Background: an optimization exercise with open tools, aiming at small area and a short achievable clock period. Do not read the settings as production practice. In this exercise RTL edits were held to simulation tests only and were not proved equivalent to the original. Power is estimated from default activity; no workload was simulated.

==> design/flow/design.v <==
module mips_core(
	input clk,
	input rst,
	input fwd_en,
	output [31:0] imem_addr,
	input  [31:0] imem_rdata,
	output [31:0] dmem_addr,
	output [31:0] dmem_wdata,
	output dmem_we,
	output dmem_re,
	input  [31:0] dmem_rdata,
	output wb_en,
	output [4:0] wb_dst,
	output [31:0] wb_data
);
	reg  [31:2] pc;
	reg  [31:16] ir_hi;           
	reg  [15:0]  ir_lo;           
	reg         ex_wb_r, ex_mr_r, ex_mw_r, ex_bez_r, ex_bne_r, ex_jmp_r;
	reg         ex_kill;
	wire        ex_wb  = ex_wb_r  & !ex_kill;
	wire        ex_mr  = ex_mr_r  & !ex_kill;
	wire        ex_mw  = ex_mw_r  & !ex_kill;
	wire        ex_bez = ex_bez_r & !ex_kill;
	wire        ex_bne = ex_bne_r & !ex_kill;
	wire        ex_jmp = ex_jmp_r & !ex_kill;
	reg         ex_sub;
	reg         ex_r_add, ex_r_and, ex_r_or, ex_r_nor, ex_r_xor, ex_r_sh;   
	reg         ex_sh_left, ex_sh_arith;
	reg  [16:0] ex_imm;               
	reg  [4:0]  ex_dst;
	reg  [31:0] ex_a, ex_b;
	reg         ex_f1e, ex_f1m, ex_f1r;    
	reg         ex_f2e, ex_f2m, ex_f2r;    
	reg         ex_ye, ex_ym, ex_yr, ex_yi;  
	reg         m_wb, m_mr, m_mw;
	reg  [31:0] m_res, m_st;
	reg  [4:0]  m_dst;
	reg         w_en;
	reg  [4:0]  w_dst;
	reg  [31:0] w_val;
	reg         fwd_q;
	reg  [31:1] rf_vld;
	wire [31:0] rf_q [1:31];
	wire [5:0] op = ir_hi[31:26];
	wire [4:0] rs = ir_hi[25:21];
	wire [4:0] rt = ir_hi[20:16];
	wire [4:0] rd = ir_lo[15:11];
	wire [15:0] imm = ir_lo;
	wire d_bez   = (op == 6'd40);
	wire d_bne   = (op == 6'd41);
	wire d_jmp   = (op == 6'd42);
	wire d_br    = d_bez | d_bne | d_jmp;
	wire d_ld    = (op == 6'd36);
	wire d_st    = (op == 6'd37);
	wire d_itype = (op == 6'd32) | (op == 6'd33) | d_ld | d_st | d_br;
	wire d_wb    = (op == 6'd32) | (op == 6'd33) | d_ld | (!d_itype && op != 6'd0);
	wire d_rwi   = d_itype & !d_st & !d_bne;    
	wire [4:0] d_dst = d_itype ? rt : rd;
	reg [3:0] d_cmd;
	always @(*) begin
		case (op)
			6'd3, 6'd33: d_cmd = 4'd2;    
			6'd5:        d_cmd = 4'd4;    
			6'd6:        d_cmd = 4'd5;    
			6'd7:        d_cmd = 4'd6;    
			6'd8:        d_cmd = 4'd7;    
			6'd9, 6'd10: d_cmd = 4'd8;    
			6'd11:       d_cmd = 4'd9;    
			6'd12:       d_cmd = 4'd10;   
			default:     d_cmd = 4'd0;    
		endcase
	end
	wire [16:0] imm_sx  = {imm[15], imm};
	wire [16:0] d_imm   = d_br ? imm_sx - 17'd1 : imm_sx;
	wire rs_e = (rs == ex_dst), rt_e = (rt == ex_dst);
	wire rs_m = (rs == m_dst),  rt_m = (rt == m_dst);
	wire hz_fwd = ex_mr & (rs_e | (rt_e & !d_rwi));
	wire hz_nofwd = d_rwi ? ((m_wb & rs_m) | (ex_wb & rs_e))
	                      : ((m_wb & (rs_m | rt_m)) | (ex_wb & (rs_e | rt_e)));
	wire freeze = fwd_q ? hz_fwd : hz_nofwd;
	wire exd_nz = |ex_dst, md_nz = |m_dst;
	wire f1e = fwd_q & ex_wb & exd_nz & rs_e;
	wire f1m = fwd_q & m_wb & md_nz & rs_m;
	wire f2e = fwd_q & ex_wb & exd_nz & rt_e;
	wire f2m = fwd_q & m_wb & md_nz & rt_m;
	reg  [31:0] ra, rb;
	reg         ha, hb;
	integer k;
	always @(*) begin
		ra = 32'd0; rb = 32'd0; ha = 1'b0; hb = 1'b0;
		for (k = 1; k < 32; k = k + 1) begin
			ra = ra | ({32{rs == k && rf_vld[k]}} & rf_q[k]);
			rb = rb | ({32{rt == k && rf_vld[k]}} & rf_q[k]);
			ha = ha | (rs == k && rf_vld[k]);
			hb = hb | (rt == k && rf_vld[k]);
		end
		ra[4:0] = ra[4:0] | (rs & {5{!ha}});
		rb[4:0] = rb[4:0] | (rt & {5{!hb}});
	end
	wire [31:0] fa = ({32{ex_f1e}} & m_res) | ({32{ex_f1m}} & w_val) | ({32{ex_f1r}} & ex_a);
	wire [31:0] fb = ({32{ex_f2e}} & m_res) | ({32{ex_f2m}} & w_val) | ({32{ex_f2r}} & ex_b);
	wire [31:0] x  = fa;
	wire [31:0] y  = ({32{ex_ye}} & m_res) | ({32{ex_ym}} & w_val) | ({32{ex_yr}} & ex_b)
	               | ({32{ex_yi}} & {{15{ex_imm[16]}}, ex_imm});
	wire        sub = ex_sub;
	wire [31:0] sum = x + (y ^ {32{sub}}) + {31'd0, sub};
	wire [31:2] br_addr = pc + {{13{ex_imm[16]}}, ex_imm};
	wire [31:2] pc_inc;
	genvar gk;
	generate
		for (gk = 2; gk < 32; gk = gk + 1) begin : g_inc
			if (gk == 2) begin : g0
				assign pc_inc[gk] = !pc[gk];
			end else begin : gn
				assign pc_inc[gk] = pc[gk] ^ (&pc[gk-1:2]);
			end
		end
	endgenerate
	wire        sh_left  = ex_sh_left;
	wire        sh_fill  = ex_sh_arith & x[31];
	wire        sh_big   = |fb[31:5];
	reg  [31:0] x_rev, r_rev;
	wire [31:0] sh_in = sh_left ? x_rev : x;
	wire signed [32:0] sh_sin = {sh_fill, sh_in};
	wire signed [32:0] sh_ext = sh_sin >>> fb[4:0];
	wire [31:0] sh_r = sh_ext[31:0];
	always @(*) begin
		for (k = 0; k < 32; k = k + 1) begin
			x_rev[k] = x[31-k];
			r_rev[k] = sh_r[31-k];
		end
	end
	wire [31:0] sh_out = sh_big ? {32{sh_fill}} : (sh_left ? r_rev : sh_r);
	wire [31:0] res = ({32{ex_r_add}} & sum)
	                | ({32{ex_r_and}} & (x & y))
	                | ({32{ex_r_or}}  & (x | y))
	                | ({32{ex_r_nor}} & ~(x | y))
	                | ({32{ex_r_xor}} & (x ^ y))
	                | ({32{ex_r_sh}}  & sh_out);
	wire br_taken = (ex_bez & (fa == 32'd0)) | (ex_bne & (fa != fb)) | ex_jmp;
	wire [31:0] m_val = m_mr ? dmem_rdata : m_res;
	wire        rf_we = m_wb & (|m_dst);
	always @(posedge clk or posedge rst) begin
		if (rst) pc <= 30'd0;
		else if (br_taken) pc <= br_addr;
		else if (!freeze) pc <= pc_inc;
	end
	always @(posedge clk or posedge rst) begin
		if (rst) ir_hi <= 16'd0;
		else if (br_taken) ir_hi <= 16'd0;
		else if (!freeze) ir_hi <= imem_rdata[31:16];
	end
	always @(posedge clk) begin
		if (!freeze) ir_lo <= imem_rdata[15:0];
	end
	always @(posedge clk or posedge rst) begin
		if (rst) {ex_wb_r, ex_mr_r, ex_mw_r, ex_bez_r, ex_bne_r, ex_jmp_r, ex_kill} <= 7'd0;
		else begin
			if (freeze) {ex_wb_r, ex_mr_r, ex_mw_r, ex_bez_r, ex_bne_r, ex_jmp_r} <= 6'd0;
			else {ex_wb_r, ex_mr_r, ex_mw_r, ex_bez_r, ex_bne_r, ex_jmp_r} <= {d_wb, d_ld, d_st, d_bez, d_bne, d_jmp};
			ex_kill <= br_taken;
		end
	end
	always @(posedge clk) begin
		ex_sub   <= (d_cmd == 4'd2);
		ex_r_add <= (d_cmd == 4'd0) | (d_cmd == 4'd2);
		ex_r_and <= (d_cmd == 4'd4);
		ex_r_or  <= (d_cmd == 4'd5);
		ex_r_nor <= (d_cmd == 4'd6);
		ex_r_xor <= (d_cmd == 4'd7);
		ex_r_sh  <= (d_cmd == 4'd8) | (d_cmd == 4'd9) | (d_cmd == 4'd10);
		ex_sh_left  <= (d_cmd == 4'd8);
		ex_sh_arith <= (d_cmd == 4'd9);
		fwd_q    <= fwd_en;
		ex_imm   <= d_imm;
		ex_dst   <= d_dst;
		ex_a     <= ra;
		ex_b     <= rb;
		ex_f1e   <= f1e;
		ex_f1m   <= f1m & !f1e;
		ex_f1r   <= !f1m & !f1e;
		ex_f2e   <= f2e;
		ex_f2m   <= f2m & !f2e;
		ex_f2r   <= !f2m & !f2e;
		ex_ye    <= !d_itype & f2e;
		ex_ym    <= !d_itype & f2m & !f2e;
		ex_yr    <= !d_itype & !f2m & !f2e;
		ex_yi    <= d_itype;
	end
	always @(posedge clk or posedge rst) begin
		if (rst) {m_wb, m_mr, m_mw} <= 3'd0;
		else {m_wb, m_mr, m_mw} <= {ex_wb, ex_mr, ex_mw};
	end
	always @(posedge clk) begin
		m_res <= res;
		m_st  <= fb;
		m_dst <= ex_dst;
	end
	always @(posedge clk or posedge rst) begin
		if (rst) w_en <= 1'b0;
		else w_en <= m_wb;
	end
	always @(posedge clk) begin
		w_dst <= m_dst;
		w_val <= m_val;
	end
	genvar gi;
	generate
		for (gi = 1; gi < 32; gi = gi + 1) begin : g_rf
			reg [31:0] r;
			always @(posedge clk) begin
				if (rf_we && m_dst == gi) r <= m_val;
			end
			assign rf_q[gi] = r;
			always @(posedge clk or posedge rst) begin
				if (rst) rf_vld[gi] <= 1'b0;
				else if (rf_we && m_dst == gi) rf_vld[gi] <= 1'b1;
			end
		end
	endgenerate
	assign imem_addr  = {pc, 2'b00};
	assign dmem_addr  = m_res;
	assign dmem_wdata = m_st;
	assign dmem_we    = m_mw;
	assign dmem_re    = m_mr;
	assign wb_en      = w_en;
	assign wb_dst     = w_dst;
	assign wb_data    = w_val;
endmodule
==> design/flow/run.sh <==
#!/bin/bash
# synth_recipe.tcl (not shown) runs the flow's synth.tcl, then flattens the netlist and writes it again
# the make line also repeats each setting of config.mk as NAME=value (left out here)
make -C /OpenROAD-flow-scripts/flow DESIGN_CONFIG=/design/flow/config.mk WORK_HOME=/design/flow/orfs CLKGATE_MAP_FILE= SYNTH_SCRIPT=/design/flow/synth_recipe.tcl finish
==> design/flow/config.mk <==
export PLATFORM = sky130hd
export DESIGN_NAME = mips_core
export DESIGN_NICKNAME = mips_core
export VERILOG_FILES = /design/flow/design.v
export SDC_FILE = /design/flow/constraint.sdc
export NUM_CORES = 4
export LEC_CHECK = 0
export CAP_MARGIN = 20
export CORE_MARGIN = 2
export CORE_UTILIZATION = 40
export CTS_CLUSTER_DIAMETER = 70
export CTS_CLUSTER_SIZE = 30
export PLACE_DENSITY = 0.55
export SETUP_SLACK_MARGIN = 4.5
export SLEW_MARGIN = 20
==> design/flow/constraint.sdc <==
create_clock -name core_clock -period 8.0 [get_ports {clk}]
set_input_delay 1.6000 -clock core_clock [delete_from_list [all_inputs] [get_ports {clk}]]
set_output_delay 1.6000 -clock core_clock [all_outputs]
set_load 0.01 [all_outputs]
==> flow_summary.ini, run 1 <==
[outcome]
status = timing/DRC/antenna clean

[clocking]
cts-hold-fix-buffers = 0
cts_tree = built
clk_latency_ns = 0.78
clk_pin_slew_ns = 0.11
cts.htree.levels = 3
cts_buffers = 84
cts_num_sinks = 1308
ctsRootBufferMaster = clkbuf_16
clockBufferDepth = 3

[layout]
nets = 5250
utilization_pct = 46.68
area_growth_pct = 16.14
layout_common_cells = 1008 x edfxtp_1, 643 x a22oi_1, 251 x nand3_1
final_common_cell = edfxtp_1
final_area_sq_um = 71750
drive_above_1_share_pct = 16.10

[critical_path]
cp.required_ns = 8.69
crit_path_end_kind = flop
worstSetupStartpointType = flop
r2r-start = ex_f1m
arrival_ns = 4.41
rrSetupSlack_ns = 4.29
cp_slowest_cell = dfxtp_4
path_buf_inv = 4
cpPeakStageDelay_ns = 0.42
crit_chain = buf_12 -> a222oi_1 -> buf_4 -> inv_2 -> ha_4 -> and3_4 -> a32o_2 -> a311oi_4 -> a21oi_4 -> a21oi_4 -> o31ai_2 -> buf_4 -> a211o_1 -> mux2_4 -> nand3_2
crit_fanout = 8
cp_top_family = compound AO/OA/AOI/OAI gates
setup.worst_path.class = flop to flop
crit-reg2reg-capture = m_res[27]
reg2reg_depth = 15

[place]
place_area_sq_um = 66240
hpwlAfterDp_um = 173600
io_buffer_count = 200
gp_congestion = 0.9780

[global_routing]
grt_use_met2_pct = 55.17
grt_use_total_pct = 37.61
grt_busiest_layer = met2
antenna_found_initial = 22
grtUsageMet3_pct = 15.36
grt_overflow = 0
met1_usage_pct = 45.57
grt_start_max_net_pins = 67
grt_pass1_wl_um = 411800
grt_pass1_vias = 49390

[sta]
slew_headroom_pct = 16.77
maxSlewViolCount = 0
fin_skew_ns = 0.07617
fmaxAchievable_ghz = 0.2692
finalHoldViolCount = 0
layout_min_cycle_time_ns = 3.714
worstMarginPinSlew_ns = 1.249
setup_tns_ns = 0
rsz0062_at_grt = true
hold_ws_ns = 0.4141
finalSetupViolations = 0
finalCritPeriodShare_pct = 46.43

[drt]
vias_per_cell = 7.441
drc = 0
drt_pre_antenna_iters = 14
vias = 53500
routedWlPerCell_um = 42.87
dr.first_iter.drc_count = 10540
wirelength_um = 308200
ant_nets = 0

[power_and_ir_drop]
switchingPower_uw = 10570
p_leak_uw = 0.02549
powerDensity_nw_per_um2 = 359.2
internal_power_uw = 15210
pwr-share-seq_pct = 38.3
vdd_drop_max_mv = 0.2159
total_power_uw = 25770
pwr-share-comb_pct = 41.3
p_clk_share_pct = 20.4
p_sw_share_pct = 40.99

[yosys]
synth-edff-count = 1008
synth_top_area_share_pct = 49.00
syn_avg_cell_area_sq_um = 12.61
ys_top_cells_by_area = edfxtp_1 49%, a22oi_1 7.9%, dfxtp_1 6.9%
syn_inst = 4900
synth_top_area_cell = edfxtp_1
async_flop_share_pct = 6.728
synthFlopType = edfxtp_1
yosysWarnings = 1
syn_area_sq_um = 61780
synth_cell_types = 85
ys_seq_elements = 1308
ys_seq_area_share_pct = 59.43

[hold_path]
whs_path_depth = 0
min_path_type = flop to flop
holdPathEnd = m_dst[3]
worstHoldStart = ex_dst[3]

[die]
die_h_um = 397
ios = 203
die_area_sq_um = 157600
rows = 144
initial_utilization_pct = 40.20
die_w_um = 397
coreArea_sq_um = 153700

[flow_run]
drv_cap = 0
## registers in the layout (all words and copies together), names as in the netlist, 5 cells and up
signal and flops:
g_rf.r 992, ex_a 32, ex_b 32, m_res 32, m_st 32, w_val 32
rf_vld 31, pc 30, ex_imm 17, ir_hi 16, ir_lo 16, ex_dst 5
m_dst 5, w_dst 5
## timing repair
item | in CTS | in global routing
setup buffers | 63 | 42
pin swaps | 39 | 56
endpoints found under the setup margin | 130 | 82
resized for setup | 143 | 149
gates cloned | 3 | 8
## worst max path at each step
stage	startpoint	endpoint	slack [ns]	cells after the start
detailed placement	ex_f2e	pc[28]	3.36	11
global placement	ex_f2e	pc[28]	3.35	11
finish	ex_f1m	m_res[27]	4.29	15
floorplan	ex_ye	m_res[27]	4.51	14
global route	ex_f1m	m_res[27]	4.21	15
CTS	ex_yi	m_res[27]	4.49	14
## power groups by stage
stage / Combinational, uW / Clock [uW] / Sequential [uW]
final: 10600 / 5250 / 9880
after detailed placement: 8980 / 0 / 9940
after global routing: 11000 / 5500 / 9920
after floorplan: 5230 / 0 / 9600
after CTS: 9520 / 5250 / 9820
after global placement: 8970 / 0 / 9940
## final cells by class
class                           instances  area, sq um
Fill cell                           13660        81940
Sequential cell                      1308        36770
Multi-Input combinational cell       3048        24110
Timing Repair Buffer                  480         4472
Tap cell                             2044         2557
Clock buffer                           88         2148
Clock inverter                         70         1117
Inverter                              129        516.7
Antenna cell                           21        52.55
Timing Repair inverter                  1        5.005
## worst register-to-register path, stage by stage (launching register included)
cell and delay (ns):
dfxtp_4 0.42, buf_12 0.16, a222oi_1 0.33, buf_4 0.18, inv_2 0.05, ha_4 0.26
and3_4 0.17, a32o_2 0.25, a311oi_4 0.37, a21oi_4 0.15, a21oi_4 0.30, o31ai_2 0.09
buf_4 0.18, a211o_1 0.36, mux2_4 0.32, nand3_2 0.05
## cell families (layout without fill, tap and decap cells)
family	Yosys count	in the layout	synth area share [%]
AND/OR/NAND/NOR	1005	1005	8.456
adder cells (fa/ha/maj)	131	131	2.677
multiplexers	231	231	4.535
AO/OA/AOI/OAI	1513	1514	19.03
XOR/XNOR	165	165	2.339
buffers and inverters	546	768	3.530
other	1	23	0.006070
flip-flops	1308	1308	59.43
## cell usage after synthesis, types with 6 or more instances
cell type and number:
and2_1 15, nor3_1 36, a22oi_1 649, clkbuf_1 306, a21oi_1 116, a222oi_1 129, mux4_2 33, nor2_1 158
inv_1 125, dfxtp_1 212, and3_1 79, o21a_1 11, a221oi_1 177, a22o_1 161, ha_1 129, a31oi_1 19
o21bai_1 10, o31ai_1 6, mux2_2 58, mux2i_1 139, xnor2_1 58, buf_4 7, buf_2 60, o2111ai_1 7
nand2_1 174, dfrtp_1 88, o311ai_0 6, nor3b_1 6, a221o_1 6, nand3_1 253, o221ai_1 11, a2111o_1 11
edfxtp_1 1008, a21o_1 31, nand2b_1 19, nand4_1 91, a211oi_1 13, o211ai_1 14, or2_2 37, nor4_1 32
or4_1 58, o21ai_0 77, nor2b_1 23, buf_1 40, xor2_1 107
## metal layers
metal  wire [um]  up-vias
met5         383        -
met4       26700       25
met3       47960     1566
met2      128900     5473
met1      104200    26240
li1            -    20190
## through the flow
step	cells	setup WS, ns
after detailed placement	6894	3.356
after floorplan	4901	4.506
after global placement	6893	3.346
after CTS	7118	4.491
final	7189	4.286
after global routing	7169	4.206
==> inputs of run 2 (changes only) <==
==> design/flow/flow/run.sh (new file) <==
#!/bin/bash
# The standard layout (the standard.sh, standard synthesis included), with
# one change: the buffers that buffer_ports puts on every input and output
# port are sky130_fd_sc_hd__buf_1 cells instead of the default delay-buffer
# cell; repair_design/repair_timing still resize them as timing needs.
# make's full output goes to standard.log; each ORFS step keeps its own log
# under orfs/logs/.
set -euo pipefail
export BUFFER_PORTS_ARGS="-buffer_cell sky130_fd_sc_hd__buf_1"
bash standard.sh > standard.log 2>&1
==> design/flow/standard.sh (new file) <==
#!/bin/bash
# synth_recipe.tcl (not shown) runs the flow's synth.tcl, then flattens the netlist and writes it again
# the make line also repeats each setting of config.mk as NAME=value (left out here)
make -C /OpenROAD-flow-scripts/flow DESIGN_CONFIG=/design/flow/config.mk WORK_HOME=/design/flow/orfs CLKGATE_MAP_FILE= SYNTH_SCRIPT=/design/flow/synth_recipe.tcl "${@:-finish}"
--- a/design/flow/config.mk
+++ b/design/flow/config.mk
@@ -7,9 +7,9 @@
 export LEC_CHECK = 0
 export CAP_MARGIN = 20
 export CORE_MARGIN = 2
-export CORE_UTILIZATION = 40
-export CTS_CLUSTER_DIAMETER = 70
-export CTS_CLUSTER_SIZE = 30
+export CORE_UTILIZATION = 38
+export CTS_CLUSTER_DIAMETER = 50
+export CTS_CLUSTER_SIZE = 25
 export PLACE_DENSITY = 0.55
 export SETUP_SLACK_MARGIN = 4.5
 export SLEW_MARGIN = 20
removed: design/flow/run.sh
==> run 2 against run 1 <==
Non-clock buffer count rose by 30. Fmax fell by 0.40%. Worst hold slack improved by 0.011 ns. Largest cell class unchanged. Largest power group unchanged.
==> flow_summary.ini, run 2 <==
[power_and_ir_drop]
switchingPower_uw = 10860
pwr-share-comb_pct = 39.1
powerDensity_nw_per_um2 = 367.9
p_leak_uw = 0.02560
p_clk_share_pct = 23.7
p_sw_share_pct = 40.92
internal_power_uw = 15680
vdd_drop_max_mv = 0.2414
pwr-share-seq_pct = 37.2

[layout]
utilization_pct = 44.83
layout_common_cells = 1008 x edfxtp_1, 638 x a22oi_1, 261 x buf_4
top_register = g_rf.r
nets = 5312
area_growth_pct = 16.79
drive_above_1_share_pct = 17.79
final_common_cell = edfxtp_1
largest_reg_flops = 992

[sta]
slew_headroom_pct = 20.66
setup_tns_ns = 0
worstMarginPinSlew_ns = 1.190
rsz0062_at_grt = true
fin_skew_ns = 0.05591
finalCritPeriodShare_pct = 46.62
fmaxAchievable_ghz = 0.2681
layout_min_cycle_time_ns = 3.729
maxSlewViolCount = 0
finalHoldViolCount = 0
finalSetupViolations = 0

[yosys]
yosysWarnings = 1
async_flop_share_pct = 6.728
synth_xor_area_share_pct = 2.339
synth_simple_gate_area_share_pct = 8.456
syn_area_sq_um = 61780
netlist_top_cells_count = 1008 x edfxtp_1, 649 x a22oi_1, 306 x clkbuf_1, 253 x nand3_1, 212 x dfxtp_1
synthMuxAreaShare_pct = 4.535
syn_avg_cell_area_sq_um = 12.61
ys_top_cells_by_area = edfxtp_1 49%, a22oi_1 7.9%, dfxtp_1 6.9%
synthFlopType = edfxtp_1
yosysMostFrequentCell = edfxtp_1
syn_inst = 4900
synth_top_area_share_pct = 49.00
synth-compound-area-share_pct = 19.03
ys_seq_elements = 1308
synthAdderAreaFrac_pct = 2.677
synth_top_family_by_area = compound AO/OA/AOI/OAI gates
synth-edff-count = 1008
synth_top_area_cell = edfxtp_1
synth_cell_types = 85
ys_seq_area_share_pct = 59.43

[die]
die_h_um = 407.2
die_area_sq_um = 165800
ios = 203
die_w_um = 407.2
coreArea_sq_um = 160900
initial_utilization_pct = 38.39
rows = 147

[global_routing]
grt_pass1_vias = 49400
antenna_found_initial = 22
grt_pass1_wl_um = 413600
grt_overflow = 0
grt_use_total_pct = 35.57
grt_start_max_net_pins = 68

[critical_path]
setup.worst_path.class = flop to flop
cpPeakStageDelay_ns = 0.61
cp_top_family = compound AO/OA/AOI/OAI gates
cp.required_ns = 8.68
arrival_ns = 4.41
crit_chain = buf_12 -> a222oi_1 -> buf_4 -> buf_12 -> buf_4 -> mux2i_1 -> mux4_2 -> mux2i_4 -> a21oi_1 -> nor2_2 -> a21oi_1 -> a221o_1
worstSetupStartpointType = flop
crit_path_end_kind = flop
crit_fanout = 7
cp_slowest_cell = a222oi_1
path_buf_inv = 4

[drt]
drt_pre_antenna_iters = 12
routedWlPerCell_um = 42.02
dr.first_iter.drc_count = 11080
drc = 0
vias = 54110
ant_nets = 0
wirelength_um = 310800
vias_per_cell = 7.318

[clocking]
clk_latency_ns = 0.80
cts_num_sinks = 1308
cts_tree = built
cts-hold-fix-buffers = 0
clk_pin_slew_ns = 0.09
cts_buffers = 116
cts.htree.levels = 3
clockBufferDepth = 3
ctsRootBufferMaster = clkbuf_16

[place]
io_buffer_count = 200
hpwlAfterDp_um = 172600
gp_congestion = 1.003

[outcome]
status = timing/DRC/antenna clean

[flow_run]
drv_cap = 0

[hold_path]
min_path_type = flop to flop
[run 2: cell counts after synthesis]
No cell type changed its count.
[run 2: per-stage QoR]
step	hold slack, ns	power [uW]	setup WS (ns)	area [sq um]	std cells
after detailed placement	0.4167	18490	3.427	65120	7009
after global routing	0.4366	27230	4.174	72110	7379
after global placement	0.4139	18480	3.102	65100	7008
after floorplan	0.3290	14830	4.506	61790	4901
final	0.4256	26550	4.271	72150	7395
after CTS	0.4273	25210	4.425	70480	7298
[run 2: area by class of cell]
class | instances | area [sq um]
diodes | 18 | 45.04
clock buffers | 122 | 2968
clock inverters | 99 | 1354
fillers | 14450 | 88780
inverters | 129 | 515.5
multi-input cells | 3048 | 24260
flip-flops and latches | 1308 | 36750
well taps | 2160 | 2703
repair buffers | 510 | 3552
repair inverters | 1 | 5.005
[run 2: metal layers]
metal  part of all wire [%]  up-vias  GRT usage [%]
li1                       -    20340              -
met4                    9.0       15          23.21
met5                  0.073        -         0.4885
met3                     16     1705          14.02
met2                     41     5594          52.20
met1                     34    26460          43.31
[run 2: worst reg2reg max path: stages, from the launching register on]
cell,delay [ns]
dfxtp_4,0.37
buf_12,0.12
a222oi_1,0.61
buf_4,0.28
buf_12,0.15
buf_4,0.18
mux2i_1,0.12
mux4_2,0.55
mux2i_4,0.27
a21oi_1,0.12
nor2_2,0.30
a21oi_1,0.17
a221o_1,0.38
[run 2: logic make-up (layout without fill, tap and decap cells)]
family                   count (synthesis)  after routing
other                                    1             20
multiplexers                           231            231
XOR/XNOR                               165            165
AO/OA/AOI/OAI                         1513           1514
buffers and inverters                  546            861
adder cells (fa/ha/maj)                131            131
flip-flops                            1308           1308
AND/OR/NAND/NOR                       1005           1005
[run 2: worst paths after layout]
kind | startpoint | endpoint | slack, ns | depth (start not counted)
worst max-delay path | ex_f2m | m_res[22] | 4.27 | 12
worst min register to register | ex_dst[4] | m_dst[4] | 0.43 | 0
worst min-delay path | ex_dst[4] | m_dst[4] | 0.43 | 0
max in group asynchronous | rst | m_mr | 5.74 | 3
min in group asynchronous | rst | rf_vld[19] | 0.84 | 2
worst max register to register | ex_f2m | m_res[22] | 4.27 | 12
[run 2: repair_timing]
action	CTS	global route
endpoints found under the setup margin	106	87
resized for setup	112	204
buffers inserted	64	69
pin swaps	27	63
endpoints found under the hold margin	0	0
cloned	4	10
[run 2: power by group through the flow]
stage	clock network (uW)	logic [uW]	registers (uW)
3_3_place_gp	0	8550	9940
3_5_place_dp	0	8560	9930
5_1_grt	6560	10800	9910
6_report	6290	10400	9870
4_1_cts	6310	9110	9800
2_1_floorplan	0	5230	9600

-- re-timing with driven ports --
The flow's constraints put no driver on any port. The routed layouts listed below were extracted and timed again, unchanged, in two steps.
Step 1, drivers: a clkbuf_16 drives clk and a buf_2 each remaining input, both assumed.
Step 2, shift: input delay + t, output delay - t, t = (earliest + latest rising clock arrival at the registers) / 2. This alone moves slack from input paths to output paths.
Slacks: no drivers / after step 1 / after step 2; pairs: no drivers / after step 1.
run | t (ns) | slack for setup (ns) | worst hold slack (ns) | clock arrival spread, ns | worst register clock-pin slew, ns
run 1 | 0.835 | 4.286 / 4.286 / 4.286 | 0.414 / 0.414 / 0.414 | 0.079 / 0.080 | 0.12 / 0.12
run 2 | 0.854 | 4.271 / 4.271 / 4.271 | 0.426 / 0.426 / 0.426 | 0.062 / 0.062 | 0.09 / 0.09
After both steps setup and hold are still met in every run listed.
